This is an optimization exercise on Yosys and OpenROAD, whose aim is small area and a short achievable clock period, not a production implementation.
No functional check of the RTL was part of any run shown here.

## flow/design.v (module list and top-level ports; edited modules follow where they fit)
// module NES_ALU: 52 lines
// module CPU_DP: 348 lines
// module CU_IntCpt: 133 lines
// module CU_FSM: 285 lines
// module CU_CurDec: 728 lines
// module CU_CtlGen: 668 lines
// module nes_cpu: 94 lines
module nes_cpu (
  input         clk,        
  input         b_rst,      
  input         b_nmi,      
  input         b_irq,      
  input  [7:0]  data_in,    
  output [15:0] addr,       
  output        r_bw,       
  output [7:0]  data_out    
  );
  // ...
==> flow/run.sh <==
#!/bin/bash
# synth_recipe.tcl (not shown) runs the flow's synth.tcl, then flattens the netlist and writes it again
# the make line also repeats each setting of config.mk as NAME=value (left out here)
make -C /OpenROAD-flow-scripts/flow DESIGN_CONFIG=/design/flow/config.mk WORK_HOME=/design/flow/orfs CLKGATE_MAP_FILE= SYNTH_SCRIPT=/design/flow/synth_recipe.tcl finish
==> flow/config.mk <==
export PLATFORM = sky130hd
export DESIGN_NAME = nes_cpu
export DESIGN_NICKNAME = nes_cpu
export VERILOG_FILES = /design/flow/design.v
export SDC_FILE = /design/flow/constraint.sdc
export NUM_CORES = 4
export LEC_CHECK = 0
export ABC_AREA = 1
export CAP_MARGIN = 20
export CORE_MARGIN = 2
export CORE_UTILIZATION = 40
export SETUP_SLACK_MARGIN = 5
export SLEW_MARGIN = 20
==> flow/constraint.sdc <==
create_clock -name core_clock -period 12.0 [get_ports {clk}]
set_input_delay 2.4000 -clock core_clock [delete_from_list [all_inputs] [get_ports {clk}]]
set_output_delay 2.4000 -clock core_clock [all_outputs]
set_load 0.01 [all_outputs]
==> impl_results.md, run 1 <==
- Outcome: finished clean
- Post-synthesis simple-gate area fraction: 0.396
- Cell count along the critical path: 24
- Wire length per cell: 22.4 microns
- H-tree levels: 4
- Area of combinational cells with multiple inputs: 8230 sq um
- DRC Markers: 0
- Synth Net Count: 2160
- Top Layer Used: met4
- Wire length of the first global-routing pass: between 80 and 90 mm
- Worst Hold Endpoint: CPU_DP_I0.DP_PCH[5]
- Biggest area consumer among synthesized cells: dfrtp_1
- Setup repair bufs after CTS: 12
- Fmax: 0.145 GHz
- MaxCap Viol Count: 0
- Register cell area after layout: 4110 sq um
- Wire length on met1: roughly 26 mm
- Final hold slack: around 490 ps
- Crit Path Class: flop to output pin
- Commonest cells after routing, fill and taps aside: 552 x nand2_1, 309 x inv_1, 233 x nor2_1
- Post-synthesis adder-cell area fraction: 0.0279
- FF-to-FF Start: CPU_DP_I0.DP_InstrR[6]
- Crit-path cells: nor2_8 > nand4_4 > buf_4 > buf_4 > nand4_1 > nand2_1 > inv_1 > nor2_4 > inv_1 > nor2_1 > inv_1 > a21oi_1 > o21ai_0 > nand3_1 > o21ai_2 > inv_1 > ha_1 > o21ai_0 > o211ai_1 > nand3_1 > nand2_1 > inv_1 > o21ai_0 > clkdlybuf4s50_1
- Final Instance Count excl. Fillers: 2637
- RSZ-0062 raised after global routing: yes
- Slowest cell on the critical path: clkdlybuf4s50_1
- Multi-input gate count: approximately 1600
- Number of nets still failing antenna checks after routing: 0
- Most common cell type on the critical path: inv_1
- Crit path max fanout: 5
- Setup slack after layout: 5090 ps
- Number of antenna violations at the first check in global routing: 0
- Number of global-route vias before repair: roughly 14000
- Data required time of the critical path: 9600 ps
- Met3 Usage GRT: 0.0554
- Min-Delay Path Depth: 2
==> module CU_CtlGen, before the edit <==
module CU_CtlGen (
  input CU_phi2, CU_bRST,       
  input [5:0] cur_state,
  input [5:0] next_state,
  input CU_bIRQ_Flg, CU_bNMI_Flg,
  input CU_bDMA_Flg,
  input [7:0] CU_DMA_By,
  input [7:0] CU_InstrR,
  input [7:0] CU_PstInstrR,
  input [7:0] CU_InstrR_D,
  input [7:0] CU_PstInstrR_D,
  input CU_bIRQ_Flg_D, CU_bNMI_Flg_D,
  input CU_OpB_sign,
  input CU_ZFlg, CU_NFlg, CU_CFlg, CU_VFlg, CU_IFlg,
  input CU_ALU_ZFlg, CU_ALU_VFlg, CU_ALU_CFlg, CU_ALU_NFlg,
  output reg CU_ALU_Cin,
  output reg [1:0] CU_ALU_Funct,
  output reg [1:0] CU_ALU_OpBFunct,
  output reg CU_ALU_OpBFunctEN,
  output reg CU_R_bW,
  output reg CU_DMA_By_EN, CU_PCH_EN, CU_PCL_EN, CU_SP_EN, CU_ABL_EN, CU_ABH_EN, CU_DIR_EN, CU_InstrR_EN, CU_PstInstrR_EN,
  output reg CU_PstInstrR_Clr,
  output reg CU_XR_EN, CU_YR_EN, CU_ACC_EN, CU_OpA_EN, CU_OpB_EN,
  output reg [2:0] CU_PC_Bus_Sel,
  output reg [2:0] CU_ADL_Sel,
  output reg [2:0] CU_ADH_Sel,
  output reg [2:0] CU_DB_Sel,
  output reg [2:0] CU_SB_Sel,
  output reg       CU_OpA_Bus_Sel,
  output reg [1:0] CU_OpB_Bus_Sel,
  output reg CU_BFlgB, CU_DFlgB, CU_IFlgB, CU_ZFlgB, CU_NFlgB, CU_CFlgB, CU_VFlgB,
  output reg CU_PR_EN, CU_NFlg_EN, CU_VFlg_EN, CU_BFlg_EN, CU_DFlg_EN, CU_IFlg_EN, CU_ZFlg_EN, CU_CFlg_EN,
  output reg CU_bNMI_SD, CU_bIRQ_SD,
  output [2:0] CU_InstrX,
  output [2:0] CU_InstrY,
  output [1:0] CU_InstrZ,
  output [2:0] CU_PstInstrX
  );
  parameter OR  = 2'b00;     
  parameter AND = 2'b01;     
  parameter XOR = 2'b10;     
  parameter ADC = 2'b11;     
  parameter SHR = 2'b00;     
  parameter SHL = 2'b01;     
  parameter INC = 2'b10;     
  parameter DEC = 2'b11;     
  parameter PCL_to_ADL    = 3'b000;
  parameter SP_to_ADL     = 3'b001;
  parameter DIR_to_ADL    = 3'b010;
  parameter ALUout_to_ADL = 3'b011;
  parameter DMABy_to_ADL  = 3'b100;
  parameter PPU04_to_ADL  = 3'b101;
  parameter PCH_to_ADH    = 3'b000;
  parameter SB_to_ADH     = 3'b001;
  parameter DIR_to_ADH    = 3'b010;
  parameter Pg0_to_ADH    = 3'b011;
  parameter Pg1_to_ADH    = 3'b100;
  parameter DMAPg_to_ADH  = 3'b101;
  parameter PPU20_to_ADH  = 3'b110;
  parameter PR_to_DB      = 3'b000;
  parameter DIR_to_DB     = 3'b001;
  parameter PCL_to_DB     = 3'b010;
  parameter PCH_to_DB     = 3'b011;
  parameter ACC_to_DB     = 3'b100;
  parameter SB_to_DB      = 3'b101;
  parameter ADL_to_SB      = 3'b000;
  parameter ADH_to_SB     = 3'b001;
  parameter XR_to_SB      = 3'b010;
  parameter YR_to_SB      = 3'b011;
  parameter ACC_to_SB     = 3'b100;
  parameter SP_to_SB      = 3'b101;
  parameter ALUout_to_SB  = 3'b110;
  parameter Zero_to_OpAB  = 1'b0;
  parameter SB_to_OpAB    = 1'b1;
  parameter ADH_to_OpBB   = 2'b00;
  parameter ADL_to_OpBB   = 2'b01;
  parameter DB_to_OpBB    = 2'b10;
  parameter bDB_to_OpBB   = 2'b11;
  parameter PCp1_to_PCB     = 3'b000;
  parameter ADDp1_to_PCB    = 3'b001;
  parameter VctIRQ_to_PCB   = 3'b010;
  parameter VctNMI_to_PCB   = 3'b011;
  parameter VctSTART_to_PCB = 3'b100;
  parameter ADD_to_PCB      = 3'b101;   
 parameter En    = 1'b1,
           Dis   = 1'b0,
           Read  = 1'b1,
           Write = 1'b0,
           On    = 1'b1,
           Off   = 1'b0,
           bOn   = 1'b0,
           bOff  = 1'b1;
 parameter [5:0] IS0 = 6'b000000,
                 IS1 = 6'b000001,
                 IS2 = 6'b000010,
                 IS3 = 6'b000011,
                 IS4 = 6'b000100,
                 IS5 = 6'b000101,
                 IS6 = 6'b000110,
                 ST0 = 6'b000111,
              ST1_01 = 6'b001000,
              ST1_02 = 6'b001001,
              ST1_03 = 6'b001010,
              ST1_04 = 6'b001011,
              ST1_05 = 6'b001100,
              ST1_06 = 6'b001101,
              ST1_07 = 6'b001110,
              ST2_01 = 6'b001111,
              ST2_02 = 6'b010000,
              ST2_03 = 6'b010001,
              ST2_04 = 6'b010010,
              ST2_05 = 6'b010011,
              ST2_06 = 6'b010100,
              ST2_07 = 6'b010101,
              ST2_08 = 6'b010110,
              ST2_09 = 6'b010111,
              ST2_10 = 6'b011000,
              ST3_01 = 6'b011001,
              ST3_02 = 6'b011010,
              ST3_03 = 6'b011011,
              ST3_04 = 6'b011100,
              ST3_05 = 6'b011101,
              ST3_06 = 6'b011110,
              ST3_07 = 6'b011111,
              ST3_08 = 6'b100000,
              ST3_09 = 6'b100001,
              ST4_01 = 6'b100010,
              ST4_02 = 6'b100011,
              ST4_03 = 6'b100100,
              ST4_04 = 6'b100101,
              ST5_01 = 6'b100110,
              ST5_02 = 6'b100111,
                DMA0 = 6'b101000,
                DMA1 = 6'b101001;
  reg Offset_sign;
  wire [2:0] CU_PstInstrY;
  wire [1:0] CU_PstInstrZ;
  assign CU_InstrX = CU_InstrR[7:5];
  assign CU_InstrY = CU_InstrR[4:2];
  assign CU_InstrZ = CU_InstrR[1:0];
  assign CU_PstInstrX = CU_PstInstrR[7:5];
  assign CU_PstInstrY = CU_PstInstrR[4:2];
  assign CU_PstInstrZ = CU_PstInstrR[1:0];
always @(posedge CU_phi2 or negedge CU_bRST)
  begin      
    if (!CU_bRST)
      Offset_sign <= 1'b0;
    else if (cur_state == ST2_05)
      Offset_sign <= CU_OpB_sign;
  end
  wire [29:0] ctl_d;
  reg  [29:0] ctl_q;
  CU_CurDec CU_CurDec_I0(
    .cur_state(next_state), .CU_InstrR(CU_InstrR_D), .CU_PstInstrR(CU_PstInstrR_D),
    .CU_bIRQ_Flg(CU_bIRQ_Flg_D), .CU_bNMI_Flg(CU_bNMI_Flg_D), .ctl(ctl_d));
  always @(posedge CU_phi2 or negedge CU_bRST)
    if (!CU_bRST)
      ctl_q <= {1'b0, 1'b0, OR, INC, Dis, Read, 5'b00000,
                PCL_to_ADL, PCH_to_ADH, DIR_to_DB, ALUout_to_SB,
                bOff, bOff, Off, En, En};
    else
      ctl_q <= ctl_d;
  wire cq_Cin, cq_CinUseC, cq_OpBFEN, cq_RbW, cq_W203, cq_S205, cq_S207, cq_S304, cq_SDMA1;
  wire [1:0] cq_Funct, cq_OpBF;
  wire [2:0] cq_ADL, cq_ADH, cq_DB, cq_SB;
  wire cq_NMI_SD, cq_IRQ_SD, cq_IFlgB, cq_ABL_EN, cq_ABH_EN;
  assign {cq_Cin, cq_CinUseC, cq_Funct, cq_OpBF, cq_OpBFEN, cq_RbW,
          cq_W203, cq_S205, cq_S207, cq_S304, cq_SDMA1,
          cq_ADL, cq_ADH, cq_DB, cq_SB,
          cq_NMI_SD, cq_IRQ_SD, cq_IFlgB, cq_ABL_EN, cq_ABH_EN} = ctl_q;
  wire br_taken = ((CU_PstInstrX==3'b000) & ~CU_NFlg) | ((CU_PstInstrX==3'b001) & CU_NFlg) | ((CU_PstInstrX==3'b010) & ~CU_VFlg) | ((CU_PstInstrX==3'b011) & CU_VFlg) | ((CU_PstInstrX==3'b100) & ~CU_CFlg) | ((CU_PstInstrX==3'b101) & CU_CFlg) | ((CU_PstInstrX==3'b110) & ~CU_ZFlg) | ((CU_PstInstrX==3'b111) & CU_ZFlg);
  wire cs_S205 = (cur_state == ST2_05);
  wire cs_S304 = (cur_state == ST3_04);
  wire cs_W203 = (cur_state == ST2_03) & (CU_InstrX==3'b100);
  wire br_add = cs_S205 & br_taken;
  wire dma_sel = ((cur_state == ST2_07) & !CU_bDMA_Flg) | ((cur_state == DMA1) & (CU_DMA_By != 8'h00));
  always @*
  begin
    CU_ALU_Cin = cq_Cin | (cq_CinUseC & CU_CFlg);
    CU_ALU_Funct = br_add ? ADC : cq_Funct;
    CU_ALU_OpBFunct = {cq_OpBF[1], cq_OpBF[0] | (cs_S304 & Offset_sign)};
    CU_ALU_OpBFunctEN = cq_OpBFEN;
    CU_R_bW = cq_RbW & ~(cs_W203 & ~CU_ALU_CFlg);
    CU_ADL_Sel = br_add ? ALUout_to_ADL : dma_sel ? DMABy_to_ADL : cq_ADL;
    CU_ADH_Sel = dma_sel ? DMAPg_to_ADH : cq_ADH;
    CU_DB_Sel = cq_DB;
    CU_SB_Sel = dma_sel ? ALUout_to_SB : cq_SB;
    CU_bNMI_SD = cq_NMI_SD;
    CU_bIRQ_SD = cq_IRQ_SD;
  end
always @*
 begin
 begin
 CU_DMA_By_EN = Dis;
 CU_PCH_EN = Dis;
 CU_PCL_EN = Dis;
 CU_SP_EN = Dis;
 CU_ABL_EN = cq_ABL_EN & ~(br_add & (CU_OpB_sign ^ CU_ALU_CFlg));
 CU_ABH_EN = cq_ABH_EN;
 CU_DIR_EN = Dis;
 CU_InstrR_EN = Dis;
 CU_PstInstrR_EN = Dis;
 CU_PstInstrR_Clr = Off;
 CU_XR_EN = Dis;
 CU_YR_EN = Dis;
 CU_ACC_EN = Dis;
 CU_OpA_EN = Dis;
 CU_OpB_EN = Dis;
 CU_PC_Bus_Sel = PCp1_to_PCB;
 CU_OpA_Bus_Sel = Zero_to_OpAB;
 CU_OpB_Bus_Sel = ADH_to_OpBB;
 CU_BFlgB = Off;
 CU_DFlgB = Off;
 CU_IFlgB = cq_IFlgB;
 CU_ZFlgB = Off;
 CU_NFlgB = Off;
 CU_CFlgB = Off;
 CU_VFlgB = Off;
 CU_PR_EN = Dis;
 CU_NFlg_EN = Dis;
 CU_VFlg_EN = Dis;
 CU_BFlg_EN = Dis;
 CU_DFlg_EN = Dis;
 CU_IFlg_EN = Dis;
 CU_ZFlg_EN = Dis;
 CU_CFlg_EN = Dis;
    case (next_state)
    IS0:
    begin
      CU_InstrR_EN =  En;
      CU_PCH_EN = En;
      CU_PCL_EN = En;
      CU_PC_Bus_Sel = ADD_to_PCB;
    end
    IS1:
    begin
     CU_DIR_EN = Dis; 
     CU_PstInstrR_Clr = On;
    end
    IS2:
    begin
      CU_IFlg_EN = En;
      CU_OpB_Bus_Sel = ADL_to_OpBB;
      CU_OpA_Bus_Sel = Zero_to_OpAB;
      CU_OpA_EN = En;
      CU_OpB_EN = En;
    end
    IS3:
    begin
      CU_OpB_Bus_Sel = ADL_to_OpBB;
      CU_OpA_Bus_Sel = Zero_to_OpAB;
      CU_OpA_EN = En;
      CU_OpB_EN = En;
    end
    IS4:
    begin
      CU_OpB_Bus_Sel = ADL_to_OpBB;
      CU_OpA_Bus_Sel = Zero_to_OpAB;
      CU_OpA_EN = En;
      CU_OpB_EN = En;
      if (!CU_bNMI_Flg)
        CU_PC_Bus_Sel = VctNMI_to_PCB;
      else if (!CU_bIRQ_Flg | ((CU_InstrX==3'b000)&(CU_InstrY==3'b000)&(CU_InstrZ==2'b00)))
        CU_PC_Bus_Sel = VctIRQ_to_PCB;
      else 
        CU_PC_Bus_Sel = VctSTART_to_PCB;
      CU_PCH_EN = En;
      CU_PCL_EN = En;
    end
    IS5:
    begin
      CU_DIR_EN = En;
      CU_PC_Bus_Sel = PCp1_to_PCB;
      CU_PCH_EN = En;
      CU_PCL_EN = En;
      CU_SP_EN = En;
    end
    IS6:
    begin
      CU_DIR_EN = En;
      CU_OpB_Bus_Sel = DB_to_OpBB;
      CU_OpA_Bus_Sel = Zero_to_OpAB;
      CU_OpA_EN = En;
      CU_OpB_EN = En;
    end
    ST0:
    begin
      CU_InstrR_EN =  En;
      CU_PCH_EN = En;
      CU_PCL_EN = En;
      if (((CU_PstInstrX==3'b001)&(CU_PstInstrY==3'b000)&(CU_PstInstrZ==2'b00)) | ((CU_PstInstrX==3'b010)&(CU_PstInstrY==3'b011)&(CU_PstInstrZ==2'b00)) | ((CU_PstInstrX==3'b011)&(CU_PstInstrY==3'b011)&(CU_PstInstrZ==2'b00)) | ((CU_PstInstrX[2]==1'b0)&(CU_PstInstrX[0]==1'b0)&(CU_PstInstrY==3'b010)&(CU_PstInstrZ==2'b00)) | ((CU_PstInstrX==3'b010)&(CU_PstInstrY==3'b000)&(CU_PstInstrZ==2'b00)))  
        CU_PC_Bus_Sel = ADDp1_to_PCB;
      else
        CU_PC_Bus_Sel = ADDp1_to_PCB;
    end
    ST1_01:
    begin
      CU_DIR_EN = En;
      CU_PC_Bus_Sel = PCp1_to_PCB;
      CU_PCH_EN = En;
      CU_PCL_EN = En;
      CU_PstInstrR_EN = En;
    end
    ST1_02:
    begin
      CU_DIR_EN = En;
      CU_PC_Bus_Sel = PCp1_to_PCB;
      CU_PCH_EN = En;
      CU_PCL_EN = En;
      CU_PstInstrR_EN = En;
    end
    ST1_03:
    begin
      CU_DIR_EN = Dis; 
      CU_PstInstrR_EN = En;
    end
    ST1_04:
    begin
      CU_DIR_EN = En;
      CU_PC_Bus_Sel = PCp1_to_PCB;
      CU_PCH_EN = En;
      CU_PCL_EN = En;
      CU_PstInstrR_EN = En;
    end
    ST1_05:
    begin
      CU_DIR_EN = En;
      CU_PC_Bus_Sel = PCp1_to_PCB;
      CU_PCH_EN = En;
      CU_PCL_EN = En;
      CU_PstInstrR_EN = En;
    end
    ST1_06:
    begin
      CU_DIR_EN = En;
      CU_PC_Bus_Sel = PCp1_to_PCB;
      CU_PCH_EN = En;
      CU_PCL_EN = En;
      CU_PstInstrR_EN = En;
    end
    ST1_07:
    begin
      CU_DIR_EN = Dis;
      CU_PstInstrR_EN = En;
    end
    ST2_01:
    begin
      CU_DIR_EN = Dis;
      CU_OpB_Bus_Sel = ADL_to_OpBB;
      CU_OpA_Bus_Sel = SB_to_OpAB;
      CU_OpA_EN = En;
      CU_OpB_EN = En;
    end
    ST2_02:
    begin
      CU_DIR_EN = En;
      CU_OpB_Bus_Sel = ADL_to_OpBB;
      CU_OpA_Bus_Sel = Zero_to_OpAB;
      CU_OpA_EN = En;
      CU_OpB_EN = En;
    end
    ST2_03:
    begin
      CU_DIR_EN = En;
      CU_OpB_Bus_Sel = DB_to_OpBB;
      CU_OpA_Bus_Sel = SB_to_OpAB;
      CU_OpA_EN = En;
      CU_OpB_EN = En;
      CU_PC_Bus_Sel = PCp1_to_PCB;
      if (((CU_InstrY==3'b100)&(CU_InstrZ==2'b01)))
      begin
        CU_PCH_EN = Dis;
        CU_PCL_EN = Dis;
      end
      else
      begin
        CU_PCH_EN = En;
        CU_PCL_EN = En;
      end
    end
    ST2_04:
    begin
      CU_DIR_EN = En;
      CU_OpB_Bus_Sel = DB_to_OpBB;
      CU_OpA_Bus_Sel = Zero_to_OpAB;
      CU_OpA_EN = En;
      CU_OpB_EN = En;
      CU_PC_Bus_Sel = PCp1_to_PCB;
      if (((CU_InstrY==3'b000)&(CU_InstrZ==2'b01)))
        begin
        CU_PCH_EN = Dis;
        CU_PCL_EN = Dis;
        end
      else
        begin
        CU_PCH_EN = En;
        CU_PCL_EN = En;
        end
    end
    ST2_05:
    begin
      CU_InstrR_EN = En;
      CU_OpB_Bus_Sel = DB_to_OpBB;
      CU_OpA_Bus_Sel = SB_to_OpAB;
      CU_OpA_EN = En;
      CU_OpB_EN = En;
      if (((CU_PstInstrX==3'b000) & ~CU_NFlg) | ((CU_PstInstrX==3'b001) & CU_NFlg) | ((CU_PstInstrX==3'b010) & ~CU_VFlg) | ((CU_PstInstrX==3'b011) & CU_VFlg) | ((CU_PstInstrX==3'b100) & ~CU_CFlg) | ((CU_PstInstrX==3'b101) & CU_CFlg) | ((CU_PstInstrX==3'b110) & ~CU_ZFlg) | ((CU_PstInstrX==3'b111) & CU_ZFlg) )
        CU_PC_Bus_Sel = ADD_to_PCB;
      else
        CU_PC_Bus_Sel = ADDp1_to_PCB;
      CU_PCH_EN = En;
      CU_PCL_EN = En;
    end
    ST2_06:
    begin
      CU_DIR_EN = En;
    end
    ST2_07:
    begin
      if ((CU_InstrX==3'b100))
        CU_DIR_EN = Dis;
      else
        CU_DIR_EN = En; 
    end
    ST2_08:
    begin
      CU_DIR_EN = Dis;
    end
    ST2_09:
    begin
      CU_DIR_EN = Dis;
      CU_OpB_Bus_Sel = ADL_to_OpBB;
      CU_OpA_Bus_Sel = Zero_to_OpAB;
      CU_OpA_EN = En;
      CU_OpB_EN = En;
    end
    ST2_10:
    begin
      CU_OpB_Bus_Sel = ADL_to_OpBB;
      CU_OpA_Bus_Sel = Zero_to_OpAB;
      CU_OpA_EN = En;
      CU_OpB_EN = En;
      CU_PCH_EN = Dis;
      CU_PCL_EN = Dis;
    end
    ST3_01:
    begin
      CU_DIR_EN = Dis;
      CU_OpB_Bus_Sel = ADH_to_OpBB;
      CU_OpA_Bus_Sel = Zero_to_OpAB;
      CU_OpA_EN = En;
      CU_OpB_EN = En;
    end
    ST3_02:
    begin
      CU_DIR_EN = Dis;
    end
    ST3_03:
    begin
      CU_DIR_EN = En;
      CU_PC_Bus_Sel = ADDp1_to_PCB;
      CU_PCH_EN = En;
      CU_PCL_EN = En;
    end
    ST3_04:
    begin
      CU_PC_Bus_Sel = ADD_to_PCB;
      CU_OpB_Bus_Sel = ADH_to_OpBB;
      CU_OpA_Bus_Sel = Zero_to_OpAB;
      CU_OpA_EN = En;
      CU_OpB_EN = En;
      CU_DIR_EN = Dis;
      CU_PCH_EN = Dis;
      CU_PCL_EN = En;
    end
    ST3_05:
    begin
      CU_DIR_EN = En;
    end
    ST3_06:
    begin
      CU_DIR_EN = Dis;
      CU_OpB_Bus_Sel = DB_to_OpBB;
      CU_OpA_Bus_Sel = Zero_to_OpAB;
      CU_OpA_EN = En;
      CU_OpB_EN = En;
    end
    ST3_07:
    begin
      CU_OpB_Bus_Sel = ADL_to_OpBB;
      CU_OpA_Bus_Sel = Zero_to_OpAB;
      CU_OpA_EN = En;
      CU_OpB_EN = En;
    end
    ST3_08:
    begin
      CU_DIR_EN = En;
      CU_SP_EN = En;
    end
    ST3_09:
    begin
      CU_DIR_EN = En;
      CU_OpB_Bus_Sel = ADL_to_OpBB;
      CU_OpA_Bus_Sel = Zero_to_OpAB;
      CU_OpA_EN = En;
      CU_OpB_EN = En;
    end
    ST4_01:
    begin
      CU_NFlgB = CU_ALU_NFlg;
      CU_ZFlgB = CU_ALU_ZFlg;
      CU_CFlgB = CU_ALU_CFlg;
      CU_NFlg_EN = En;
      CU_ZFlg_EN = En;
      if (((CU_InstrX[2]==1'b0)&(CU_InstrZ==2'b10)))
        CU_CFlg_EN = En; 
    end
    ST4_02:
    begin
      CU_DIR_EN = En;
      CU_OpB_Bus_Sel = ADL_to_OpBB;
      CU_OpA_Bus_Sel = Zero_to_OpAB;
      CU_OpA_EN = En;
      CU_OpB_EN = En;
      CU_PR_EN = En;
    end
    ST4_03:
    begin
      CU_DIR_EN = En;
      CU_SP_EN = En;
      CU_OpB_Bus_Sel = DB_to_OpBB;
      CU_OpA_Bus_Sel = Zero_to_OpAB;
      CU_OpA_EN = En;
      CU_OpB_EN = En;  
    end
    ST4_04:
    begin
      CU_DIR_EN = En;
      CU_OpB_Bus_Sel = DB_to_OpBB;
      CU_OpA_Bus_Sel = Zero_to_OpAB;
      CU_OpA_EN = En;
      CU_OpB_EN = En;
      CU_PC_Bus_Sel = PCp1_to_PCB;
      CU_PCH_EN = En;
      CU_PCL_EN = En;   
    end
    ST5_01:
    begin
      CU_DIR_EN = En;
      CU_SP_EN = En;
      CU_OpB_Bus_Sel = DB_to_OpBB;
      CU_OpA_Bus_Sel = Zero_to_OpAB;
      CU_OpA_EN = En;
      CU_OpB_EN = En;  
    end
    ST5_02:
    begin
      CU_DIR_EN = Dis;
      CU_PC_Bus_Sel = ADDp1_to_PCB;
      CU_PCH_EN = En;
      CU_PCL_EN = En;
    end
    DMA0:
    begin
      CU_DMA_By_EN = En;
      CU_DIR_EN = En;
    end
    DMA1:
    begin
      if(CU_DMA_By == 8'hFF)
      begin
        if ((CU_InstrX==3'b100))
          CU_DIR_EN = Dis;
        else
          CU_DIR_EN = En; 
      end
    end 
  endcase
  if (next_state == ST0 | next_state == IS0)
    if (((CU_PstInstrX==3'b000) & (CU_PstInstrZ==2'b01)) | ((CU_PstInstrX==3'b001) & (CU_PstInstrZ==2'b01)) | ((CU_PstInstrX==3'b010) & (CU_PstInstrZ==2'b01)) | ((CU_PstInstrX==3'b011) & (CU_PstInstrZ==2'b01)) | ((CU_PstInstrX==3'b001) & ((CU_PstInstrY==3'b001)|(CU_PstInstrY==3'b011))&(CU_PstInstrZ==2'b00)))
      begin
        CU_OpA_Bus_Sel = SB_to_OpAB;
        CU_OpB_Bus_Sel = DB_to_OpBB;
        CU_OpA_EN = En;
        CU_OpB_EN = En;
      end
    else if (((CU_PstInstrX==3'b101) & (CU_PstInstrZ==2'b01)) | ((CU_PstInstrX==3'b101) & (CU_PstInstrZ==2'b10) & (CU_PstInstrY!=3'b010) & (CU_PstInstrY!=3'b100) & (CU_PstInstrY!=3'b110)) | ((CU_PstInstrX==3'b101) & (CU_PstInstrZ==2'b00) & (CU_PstInstrY!=3'b010) & (CU_PstInstrY!=3'b100) & (CU_PstInstrY!=3'b110)) |((CU_PstInstrX==3'b101)&(CU_PstInstrY==3'b110)&(CU_PstInstrZ==2'b10)) |((CU_PstInstrX==3'b100)&(CU_PstInstrY[1:0]==2'b10)&(CU_PstInstrZ==2'b10)) |((CU_PstInstrX==3'b100)&(CU_PstInstrY==3'b110)&(CU_PstInstrZ==2'b00)) |((CU_PstInstrX==3'b101)&(CU_PstInstrY==3'b010)&(CU_PstInstrZ[0]==1'b0)) | ((CU_PstInstrX[2]==1'b0)&(CU_PstInstrX[0]==1'b1)&(CU_PstInstrY==3'b010)&(CU_PstInstrZ==2'b00)) |((CU_PstInstrX==3'b000) & (CU_PstInstrY==3'b010) & (CU_PstInstrZ==2'b10)) | ((CU_PstInstrX==3'b010) & (CU_PstInstrY==3'b010) & (CU_PstInstrZ==2'b10)) |((CU_PstInstrX==3'b001) & (CU_PstInstrY==3'b010) & (CU_PstInstrZ==2'b10)) |((CU_PstInstrX==3'b011) & (CU_PstInstrY==3'b010) & (CU_PstInstrZ==2'b10)) |((((CU_PstInstrX==3'b100) & (CU_PstInstrZ==2'b00)) | ((CU_PstInstrX==3'b110) & (CU_PstInstrZ==2'b10))) & (CU_PstInstrY==3'b010)) |((CU_PstInstrX[2:1]==2'b11) & (CU_PstInstrY==3'b010) & (CU_PstInstrZ==2'b00)))
      begin
        CU_OpA_Bus_Sel = Zero_to_OpAB;
        CU_OpB_Bus_Sel = DB_to_OpBB;
        CU_OpA_EN = En;
        CU_OpB_EN = En;
      end
    else if (((CU_PstInstrX==3'b110) & (CU_PstInstrZ==2'b01)) | ((CU_PstInstrX==3'b111) & (CU_PstInstrZ==2'b01)) |((CU_PstInstrZ==2'b00) & (CU_PstInstrX==3'b111) & ((CU_PstInstrY==3'b000) | (CU_PstInstrY==3'b001) | (CU_PstInstrY==3'b011))) |((CU_PstInstrZ==2'b00) & (CU_PstInstrX==3'b110) & ((CU_PstInstrY==3'b000) | (CU_PstInstrY==3'b001) | (CU_PstInstrY==3'b011))))
      begin
        CU_OpA_Bus_Sel = SB_to_OpAB;
        CU_OpB_Bus_Sel = bDB_to_OpBB;
        CU_OpA_EN = En;
        CU_OpB_EN = En;
      end
    else if (((CU_PstInstrX[2]==1'b0)&(CU_PstInstrX[0]==1'b0)&(CU_PstInstrY==3'b010)&(CU_PstInstrZ==2'b00))) 
      begin
          CU_SP_EN = En;
      end
    else if (((CU_PstInstrY==3'b110) & (CU_PstInstrZ==2'b00) &(CU_PstInstrX==3'b010)))
      begin
        CU_IFlgB = Off;
        CU_IFlg_EN = En;
      end
    else if (((CU_PstInstrY==3'b110) & (CU_PstInstrZ==2'b00) &(CU_PstInstrX==3'b011)))
      begin
        CU_IFlgB = On;
        CU_IFlg_EN = En;
      end
    else if (((CU_PstInstrY==3'b110) & (CU_PstInstrZ==2'b00) &(CU_PstInstrX==3'b000)))
      begin
        CU_CFlgB = Off;
        CU_CFlg_EN = En;
      end
    else if (((CU_PstInstrY==3'b110) & (CU_PstInstrZ==2'b00) &(CU_PstInstrX==3'b001)))
      begin
        CU_CFlgB = On;
        CU_CFlg_EN = En;
      end
    else if (((CU_PstInstrY==3'b110) & (CU_PstInstrZ==2'b00) &(CU_PstInstrX==3'b101)))
      begin
        CU_VFlgB = Off;
        CU_VFlg_EN = En;
      end
    else if (((CU_PstInstrY==3'b110) & (CU_PstInstrZ==2'b00) &(CU_PstInstrX==3'b111)))
      begin
        CU_DFlgB = On;
        CU_DFlg_EN = En;
      end
    else if (((CU_PstInstrY==3'b110) & (CU_PstInstrZ==2'b00) &(CU_PstInstrX==3'b110)))
      begin
        CU_DFlgB = Off;
        CU_DFlg_EN = En;
      end
    if ((next_state == ST1_01) | (next_state == ST1_02) | (next_state == ST1_03) | (next_state == ST1_04) | (next_state == ST1_05) | (next_state == ST1_06) | (next_state == ST1_07) | (next_state == IS1))
      begin
        CU_NFlgB = CU_ALU_NFlg;
        CU_ZFlgB = CU_ALU_ZFlg; 
        CU_CFlgB = CU_ALU_CFlg;
        CU_VFlgB = CU_ALU_VFlg;
        if (((CU_PstInstrZ==2'b01) & (CU_PstInstrX!=3'b100) & (CU_PstInstrX!=3'b110)) | (((CU_PstInstrX==3'b011) |(CU_PstInstrX==3'b000)|(CU_PstInstrX==3'b001)|(CU_PstInstrX==3'b010)) & (CU_PstInstrY==3'b010) & (CU_PstInstrZ==2'b10)) | ((CU_PstInstrX==3'b101) & (CU_PstInstrZ==2'b10) & (CU_PstInstrY!=3'b010) & (CU_PstInstrY!=3'b100) & (CU_PstInstrY!=3'b110)) |((CU_PstInstrX==3'b101) & (CU_PstInstrZ==2'b00) & (CU_PstInstrY!=3'b010) & (CU_PstInstrY!=3'b100) & (CU_PstInstrY!=3'b110)) | ((CU_PstInstrX==3'b110) & (CU_PstInstrZ==2'b01)) | ((CU_PstInstrZ==2'b00) & (CU_PstInstrX==3'b111) & ((CU_PstInstrY==3'b000) | (CU_PstInstrY==3'b001) | (CU_PstInstrY==3'b011))) | ((CU_PstInstrZ==2'b00) & (CU_PstInstrX==3'b110) & ((CU_PstInstrY==3'b000) | (CU_PstInstrY==3'b001) | (CU_PstInstrY==3'b011))) | ((CU_PstInstrX==3'b011)&(CU_PstInstrY==3'b010)&(CU_PstInstrZ==2'b00)) | ((CU_PstInstrX==3'b100)&(((CU_PstInstrY==3'b010)&(CU_PstInstrZ==2'b10))|((CU_PstInstrY==3'b110)&(CU_PstInstrZ==2'b00)))) |((((((CU_PstInstrX==3'b110)|(CU_PstInstrX==3'b101))&(CU_PstInstrY==3'b010))|((CU_PstInstrX==3'b101)&(CU_PstInstrY==3'b110)))&(CU_PstInstrZ==2'b10))|(CU_PstInstrR==8'hE8)) | (((CU_PstInstrX==3'b101)|(CU_PstInstrX==3'b100)|(CU_PstInstrX==3'b110))&(CU_PstInstrY==3'b010)&(CU_PstInstrZ==2'b00)) | ((CU_PstInstrX==3'b001) & ((CU_PstInstrY==3'b001)|(CU_PstInstrY==3'b011))&(CU_PstInstrZ==2'b00)))
        begin
          CU_NFlg_EN = En;
          CU_ZFlg_EN = En;
        end
        if (((CU_PstInstrX==3'b110) & (CU_PstInstrZ==2'b01)) | ((CU_PstInstrZ==2'b00) & (CU_PstInstrX==3'b111) & ((CU_PstInstrY==3'b000) | (CU_PstInstrY==3'b001) | (CU_PstInstrY==3'b011))) | ((CU_PstInstrZ==2'b00) & (CU_PstInstrX==3'b110) & ((CU_PstInstrY==3'b000) | (CU_PstInstrY==3'b001) | (CU_PstInstrY==3'b011))) | ((CU_PstInstrX==3'b011) & (CU_PstInstrZ==2'b01)) | ((CU_PstInstrX==3'b111) & (CU_PstInstrZ==2'b01)) | (((CU_PstInstrX==3'b011) |(CU_PstInstrX==3'b000)|(CU_PstInstrX==3'b001)|(CU_PstInstrX==3'b010)) & (CU_PstInstrY==3'b010) & (CU_PstInstrZ==2'b10)))
          CU_CFlg_EN = En;
        if (((CU_PstInstrX==3'b001) & ((CU_PstInstrY==3'b001)|(CU_PstInstrY==3'b011))&(CU_PstInstrZ==2'b00)) | ((CU_PstInstrX==3'b011) & (CU_PstInstrZ==2'b01)) | ((CU_PstInstrX==3'b111) & (CU_PstInstrZ==2'b01)))
          CU_VFlg_EN = En;
        if (((CU_PstInstrX==3'b100)&(CU_PstInstrY==3'b110)&(CU_PstInstrZ==2'b10)))
          CU_SP_EN = En;
        else if(((CU_PstInstrZ==2'b01) & (CU_PstInstrX!=3'b100) & (CU_PstInstrX!=3'b110)) | (((CU_PstInstrX==3'b011) |(CU_PstInstrX==3'b000)|(CU_PstInstrX==3'b001)|(CU_PstInstrX==3'b010)) & (CU_PstInstrY==3'b010) & (CU_PstInstrZ==2'b10)) | ((CU_PstInstrX==3'b011)&(CU_PstInstrY==3'b010)&(CU_PstInstrZ==2'b00)) | ((CU_PstInstrX==3'b100)&(((CU_PstInstrY==3'b010)&(CU_PstInstrZ==2'b10))|((CU_PstInstrY==3'b110)&(CU_PstInstrZ==2'b00)))))
          CU_ACC_EN = En;
        else if (((CU_PstInstrX==3'b101) & (CU_PstInstrZ==2'b10) & (CU_PstInstrY!=3'b010) & (CU_PstInstrY!=3'b100) & (CU_PstInstrY!=3'b110)) | ((((((CU_PstInstrX==3'b110)|(CU_PstInstrX==3'b101))&(CU_PstInstrY==3'b010))|((CU_PstInstrX==3'b101)&(CU_PstInstrY==3'b110)))&(CU_PstInstrZ==2'b10))|(CU_PstInstrR==8'hE8)))
          CU_XR_EN = En;
        else if (((CU_PstInstrX==3'b101) & (CU_PstInstrZ==2'b00) & (CU_PstInstrY!=3'b010) & (CU_PstInstrY!=3'b100) & (CU_PstInstrY!=3'b110)) | (((CU_PstInstrX==3'b101)|(CU_PstInstrX==3'b100)|(CU_PstInstrX==3'b110))&(CU_PstInstrY==3'b010)&(CU_PstInstrZ==2'b00)))
          CU_YR_EN = En;
        if (((CU_PstInstrX==3'b001)&(CU_PstInstrY==3'b010)&(CU_PstInstrZ==2'b00)))
          CU_PR_EN = En;
      end           
end
end
endmodule:CU_CtlGen
==> inputs of run 2 (changes only) <==
--- a/flow/design.v
+++ b/flow/design.v
@@ -1813,7 +1813,4 @@
   wire br_taken = ((CU_PstInstrX==3'b000) & ~CU_NFlg) | ((CU_PstInstrX==3'b001) & CU_NFlg) | ((CU_PstInstrX==3'b010) & ~CU_VFlg) | ((CU_PstInstrX==3'b011) & CU_VFlg) | ((CU_PstInstrX==3'b100) & ~CU_CFlg) | ((CU_PstInstrX==3'b101) & CU_CFlg) | ((CU_PstInstrX==3'b110) & ~CU_ZFlg) | ((CU_PstInstrX==3'b111) & CU_ZFlg);
-  wire cs_S205 = (cur_state == ST2_05);
-  wire cs_S304 = (cur_state == ST3_04);
-  wire cs_W203 = (cur_state == ST2_03) & (CU_InstrX==3'b100);
-  wire br_add = cs_S205 & br_taken;
-  wire dma_sel = ((cur_state == ST2_07) & !CU_bDMA_Flg) | ((cur_state == DMA1) & (CU_DMA_By != 8'h00));
+  wire br_add = cq_S205 & br_taken;
+  wire dma_sel = (cq_S207 & !CU_bDMA_Flg) | (cq_SDMA1 & (CU_DMA_By != 8'h00));
   always @*
@@ -1822,5 +1819,5 @@
     CU_ALU_Funct = br_add ? ADC : cq_Funct;
-    CU_ALU_OpBFunct = {cq_OpBF[1], cq_OpBF[0] | (cs_S304 & Offset_sign)};
+    CU_ALU_OpBFunct = {cq_OpBF[1], cq_OpBF[0] | (cq_S304 & Offset_sign)};
     CU_ALU_OpBFunctEN = cq_OpBFEN;
-    CU_R_bW = cq_RbW & ~(cs_W203 & ~CU_ALU_CFlg);
+    CU_R_bW = cq_RbW & ~(cq_W203 & ~CU_ALU_CFlg);
     CU_ADL_Sel = br_add ? ALUout_to_ADL : dma_sel ? DMABy_to_ADL : cq_ADL;
@@ -1839,3 +1836,3 @@
  CU_SP_EN = Dis;
- CU_ABL_EN = cq_ABL_EN & ~(br_add & (CU_OpB_sign ^ CU_ALU_CFlg));
+ CU_ABL_EN = cq_ABL_EN;
  CU_ABH_EN = cq_ABH_EN;
@@ -2048,2 +2045,4 @@
       CU_OpB_EN = En;
+      CU_ABH_EN = En;
+      CU_ABL_EN = En;
       if (((CU_PstInstrX==3'b000) & ~CU_NFlg) | ((CU_PstInstrX==3'b001) & CU_NFlg) | ((CU_PstInstrX==3'b010) & ~CU_VFlg) | ((CU_PstInstrX==3'b011) & CU_VFlg) | ((CU_PstInstrX==3'b100) & ~CU_CFlg) | ((CU_PstInstrX==3'b101) & CU_CFlg) | ((CU_PstInstrX==3'b110) & ~CU_ZFlg) | ((CU_PstInstrX==3'b111) & CU_ZFlg) )
@@ -2116,2 +2115,4 @@
       CU_PCL_EN = En;
+      CU_ABL_EN = Dis;
+      CU_ABH_EN = En;
     end
@@ -2120,2 +2121,4 @@
       CU_DIR_EN = En;
+      CU_ABL_EN = En;
+      CU_ABH_EN = En;
     end
==> run 2 against run 1 <==
Net effect: core utilization down 0.29 points; clock skew down 1.3 ps; non-clock buffer count down 15; routed wire length up 0.88%; highest routed layer is now met5.
==> impl_results.md, run 2 <==
- First-pass iteration count of the detailed router: 6 (was 8)
- Cell Rows: 67 (unchanged)
- Top cell type's share of synthesized area: 0.274 (was 0.268)
- Layout Nets: 2303 (was 2217)
- Die span in x: 189 microns (was 188 microns)
- Detailed Place HPWL: 47.1 mm (was 47.0 mm)
- Final worst clock skew: 13.4 ps (was 14.7 ps)
- GRT Total Usage: 0.330 (was 0.335)
- CTS tree: done (unchanged)
- Sequential cell area fraction in the yosys report: 0.308 (was 0.303)
- MaxCap Viol Count: 0 (unchanged)
- Synth top cells by count: 705 x nand2_1, 301 x inv_1, 263 x nor2_1 (was 564 x nand2_1, 312 x inv_1, 240 x nor2_1)
- Ant diodes: 0 (unchanged)
- Number of global-route vias before repair: 14400 (was 14300)
- Min Clock Period, post-route: 6990 ps (was 6910 ps)
- Largest delay contributor family on the critical path: simple AND/OR/NAND/NOR gates (was buffers and inverters)
- Outcome: finished clean (unchanged)
- Vert. Die Dim: 189 microns (was 188 microns)
- Final Instance Count excl. Fillers: 2723 (was 2637)
- Wire length per cell: 21.8 microns (was 22.4 microns)
- Worst path bufs/invs: 4 (was 8)
- Per-instance average area after synthesis: 6.17 sq um (was 6.40 sq um)
- Buffer depth of the longest clock path: 2 (unchanged)
- Crit-path cells: a21oi_1 > fa_1 > fa_1 > inv_1 > nand3_1 > nand2_1 > nand4_1 > o211ai_1 > nand2_2 > nand3_1 > nand3_1 > nand2_2 > nand2_4 > nor2_4 > nand2_8 > nand4_1 > buf_4 > inv_4 > o21ai_1 > clkdlybuf4s50_1 (was nor2_8 > nand4_4 > buf_4 > buf_4 > nand4_1 > nand2_1 > inv_1 > nor2_4 > inv_1 > nor2_1 > inv_1 > a21oi_1 > o21ai_0 > nand3_1 > o21ai_2 > inv_1 > ha_1 > o21ai_0 > o211ai_1 > nand3_1 > nand2_1 > inv_1 > o21ai_0 > clkdlybuf4s50_1)
- Register bank with the most flops: CU_CtlGen_I0.ctl_q (unchanged)
- Commonest cells after routing, fill and taps aside: 697 x nand2_1, 299 x inv_1, 252 x nor2_1 (was 552 x nand2_1, 309 x inv_1, 233 x nor2_1)
- Routability Congestion: 1.09 (was 1.01)
- Post-synthesis instance area: 13700 sq um (was 13600 sq um)
- Number of placed instances, taps included: 2677 (was 2578)
- H-tree levels: 4 (unchanged)
- Crit Path Class: flop to output pin (unchanged)
- Endpoint of the worst register-to-register path: CPU_DP_I0.DP_PCH[6] (was CPU_DP_I0.DP_PCH[4])
- Worst EP arrival: 4590 ps (was 4510 ps)
- Endpoint kind of the worst setup timing path: output pin (unchanged)
- Worst Hold Endpoint: CU_IntCpt_I0.CU_bIRQ_Flg (was CPU_DP_I0.DP_PCH[5])
- EDFF count, synth: 0 (unchanged)
- Number of antenna violations at the first check in global routing: 1 (was 0)
- Syn-to-layout area delta: 12.2% (was 13.7%)
- Predominant post-synthesis flop cell: dfrtp_1 (unchanged)
- Synth Net Count: 2263 (was 2160)
- Async SR Flop Fraction: 1.00 (unchanged)
- Slowest cell on the critical path: clkdlybuf4s50_1 (unchanged)
- Syn. warnings: 6 (unchanged)
- R2r setup slk: 6290 ps (was 6050 ps)
- Cells after synthesis: 2222 (was 2119)
- Share of post-route cells with drive strength above 1: 0.0800 (was 0.121)
- Flip-flop count of the largest register after layout: 29 (was 24)
- Remaining global-route overflow: 0 (unchanged)
- Number of buffers added by the clock tree synthesis step: 17 (unchanged)
- Min-Delay Path Depth: 1 (was 2)
- Worst Tran Pin Value: 1130 ps (was 1080 ps)
- Data required time of the critical path: 9600 ps (about the same)
- Core region area: 33600 sq um (was 33400 sq um)
- Worst stage delay on the critical path: 580 ps (was 640 ps)
- Via count: 15700 (was 15200)
- RSZ-0062 raised after global routing: yes (unchanged)
- Largest cells by area after synthesis: dfrtp_1 27%, nand2_1 19%, inv_1 8.2%, nor2_1 7.2%, nand3_1 6.6% (was dfrtp_1 27%, nand2_1 16%, inv_1 8.6%, nor2_1 6.6%, nand3_1 5.7%)
- Biggest area consumer among synthesized cells: dfrtp_1 (unchanged)
- I/O pin cnt: 37 (unchanged)
- Most common cell type on the critical path: nand3_1 (was inv_1)
- Routed wire length: 59.5 mm (was 59.0 mm)
- Leading cell type in the layout, fill and taps excluded: nand2_1 (unchanged)
- Number of design-rule violations left by the first detailed-router iteration: 2054 (was 2265)
- Initial core utilization: 0.408 (was 0.405)
- Clock-pin slew on the worst setup and hold paths: 70 ps (was 80 ps)
- Worst Reg2Reg Path Length in Cells: 26 (was 25)
- Number of vias per cell: 5.76 (about the same)
- Hold violation total from the final report: 0 (unchanged)
- Sum Neg Setup Slack: 0 ps (unchanged)
- Endpoints failing setup: 0 (unchanged)
- CTS sink cnt: 168 (was 163)
- Worst-skew pair later-pin latency: 460 ps (about the same)
- DRC Markers: 0 (unchanged)
- Fmax: 0.143 GHz (was 0.145 GHz)
- Crit path max fanout: 14 (was 5)
- Wire length of the first global-routing pass: 88.8 mm (was 89.2 mm)
- Class of the most critical hold timing path: flop to flop (unchanged)
- Distinct cell type count after synthesis: 56 (was 62)
- Maximum number of pins on one net before global-route repair: 66 (was 95)
- Kind of start point of the critical path: flop (unchanged)
- FF-to-FF Start: CU_FSM_I0.cur_state[5] (was CPU_DP_I0.DP_InstrR[6])
- Root buf cell: clkbuf_16 (unchanged)
- Top-count cell post-synth: nand2_1 (unchanged)
- Register bit count reported by yosys: 168 (was 163)
- IO buf count: 36 (unchanged)
- Number of nets still failing antenna checks after routing: 0 (unchanged)
- Source of the worst hold timing path: CU_CtlGen_I0.ctl_q[4] (was CPU_DP_I0.DP_PCH[5])
- Post-route clock period utilization: 0.582 (was 0.576)
- Number of pins with negative max-slew slack in the final report: 0 (unchanged)
- Die area: 35800 sq um (was 35400 sq um)
- Worst rel slew slack: 0.246 (was 0.276)
## run 2: cell count changes in the layout (fill, tap and decap cells not counted), sizes merged, moves of 15 or more
cell / change
nand2: +130
o21ai: -28
nand3: +27
a21oi: +25
inv: -17
o22ai: -17
buf: -15
## run 2: through the flow
step                hold WS (ps)   util  area [sq um]  setup WS, ps
floorplan                    444      -         13700          6540
global placement             454  0.431         14500          5090
detailed placement           465  0.431         14500          5020
CTS                          484  0.450         15100          4990
global route                 498  0.458         15400          4810
finish                       482  0.458         15400          5010
## run 2: per-layer routing
metal	GRT usage	wire [microns]
met1	0.479	26200
met2	0.494	25700
met3	0.0612	5760
met4	0.104	1740
met5	0	15
## run 2: area by class of cell
| class | instances | area, sq um |
|---|---|---|
| Fill cell | 3593 | 18200 |
| Multi-Input combinational cell | 1698 | 8290 |
| Sequential cell | 168 | 4230 |
| Inverter | 322 | 1210 |
| Tap cell | 448 | 561 |
| Timing Repair Buffer | 55 | 529 |
| Clock buffer | 20 | 467 |
| Clock inverter | 12 | 103 |
## run 2: cells by family after synthesis
logic type	after synthesis	share of synthesized area
fa+ha+maj	29	0.0276
xor+xnor	13	0.00830
buf+inv	357	0.101
simple gates	1318	0.413
flops	168	0.308
compound gates	337	0.141
## run 2: worst max path at each step
| stage | slack [ps] | to | startpoint | depth (start not counted) |
|---|---|---|---|---|
| floorplan | 6540 | addr[3] | CPU_DP_I0.DP_OpB[0] | 20 |
| global placement | 5090 | addr[11] | CPU_DP_I0.DP_PstInstrR[5] | 21 |
| detailed placement | 5020 | addr[9] | CPU_DP_I0.DP_CFlg | 21 |
| CTS | 4990 | addr[12] | CPU_DP_I0.DP_CFlg | 22 |
| global route | 4810 | data_out[7] | CU_CtlGen_I0.Offset_sign | 26 |
| finish | 5010 | addr[12] | CPU_DP_I0.DP_CFlg | 20 |
## run 2: worst reg2reg max path, cell delays in order, from the launching register on
cell and delay [ps]:
dfrtp_1 400, nor2_1 580, nand2_1 210, inv_1 120, nand3_1 520, nand4_1 340, nor2_1 100, nand2_1 90
a21oi_2 50, nand2_4 110, inv_2 70, nand3_2 130, nor2_4 80, nor2_4 370, nand3_2 580, o21ai_0 380
ha_1 290, ha_1 230, inv_1 50, nor2_1 150, nand2_1 100, nor2_1 180, nand3b_1 110, nand2_1 130
nand2_1 70, nand2_1 80, nand2_1 70
## run 2: what timing repair did
| action | in CTS | in global routing |
|---|---|---|
| gates cloned | 0 | 1 |
| setup buffers | 3 | 10 |
| resized for setup | 13 | 49 |
| pin swaps | 4 | 6 |
| hold buffers | 0 | 0 |
| hold endpoints to repair | 0 | 0 |
| setup endpoints to repair | 19 | 24 |

-- separate check: timing with driven ports --
In the flow no input, the clock included, has a driving cell. The finished layouts below were timed again as built, in two steps.
Step 1 assumes that a clkbuf_16 drives the clock port and a buf_2 every other input.
Step 2 times the ports against the registers' clock, not the clock port: input delays grow and output delays shrink by t, the midpoint of the rising clock arrivals with the driver on.
Three values: ideal, step 1, step 2; two values: the first two.
| run | t (ns) | setup slack, ns | worst slew at a driven data input, ns | cell pins on the clock port's net |
|---|---|---|---|---|
| run 1 | 0.510 | 5.087 / 5.032 / 5.542 | 0.04 | 1 |
| run 2 | 0.509 | 5.013 / 4.959 / 5.468 | 0.04 | 1 |
After both steps setup and hold are still met in every run listed.
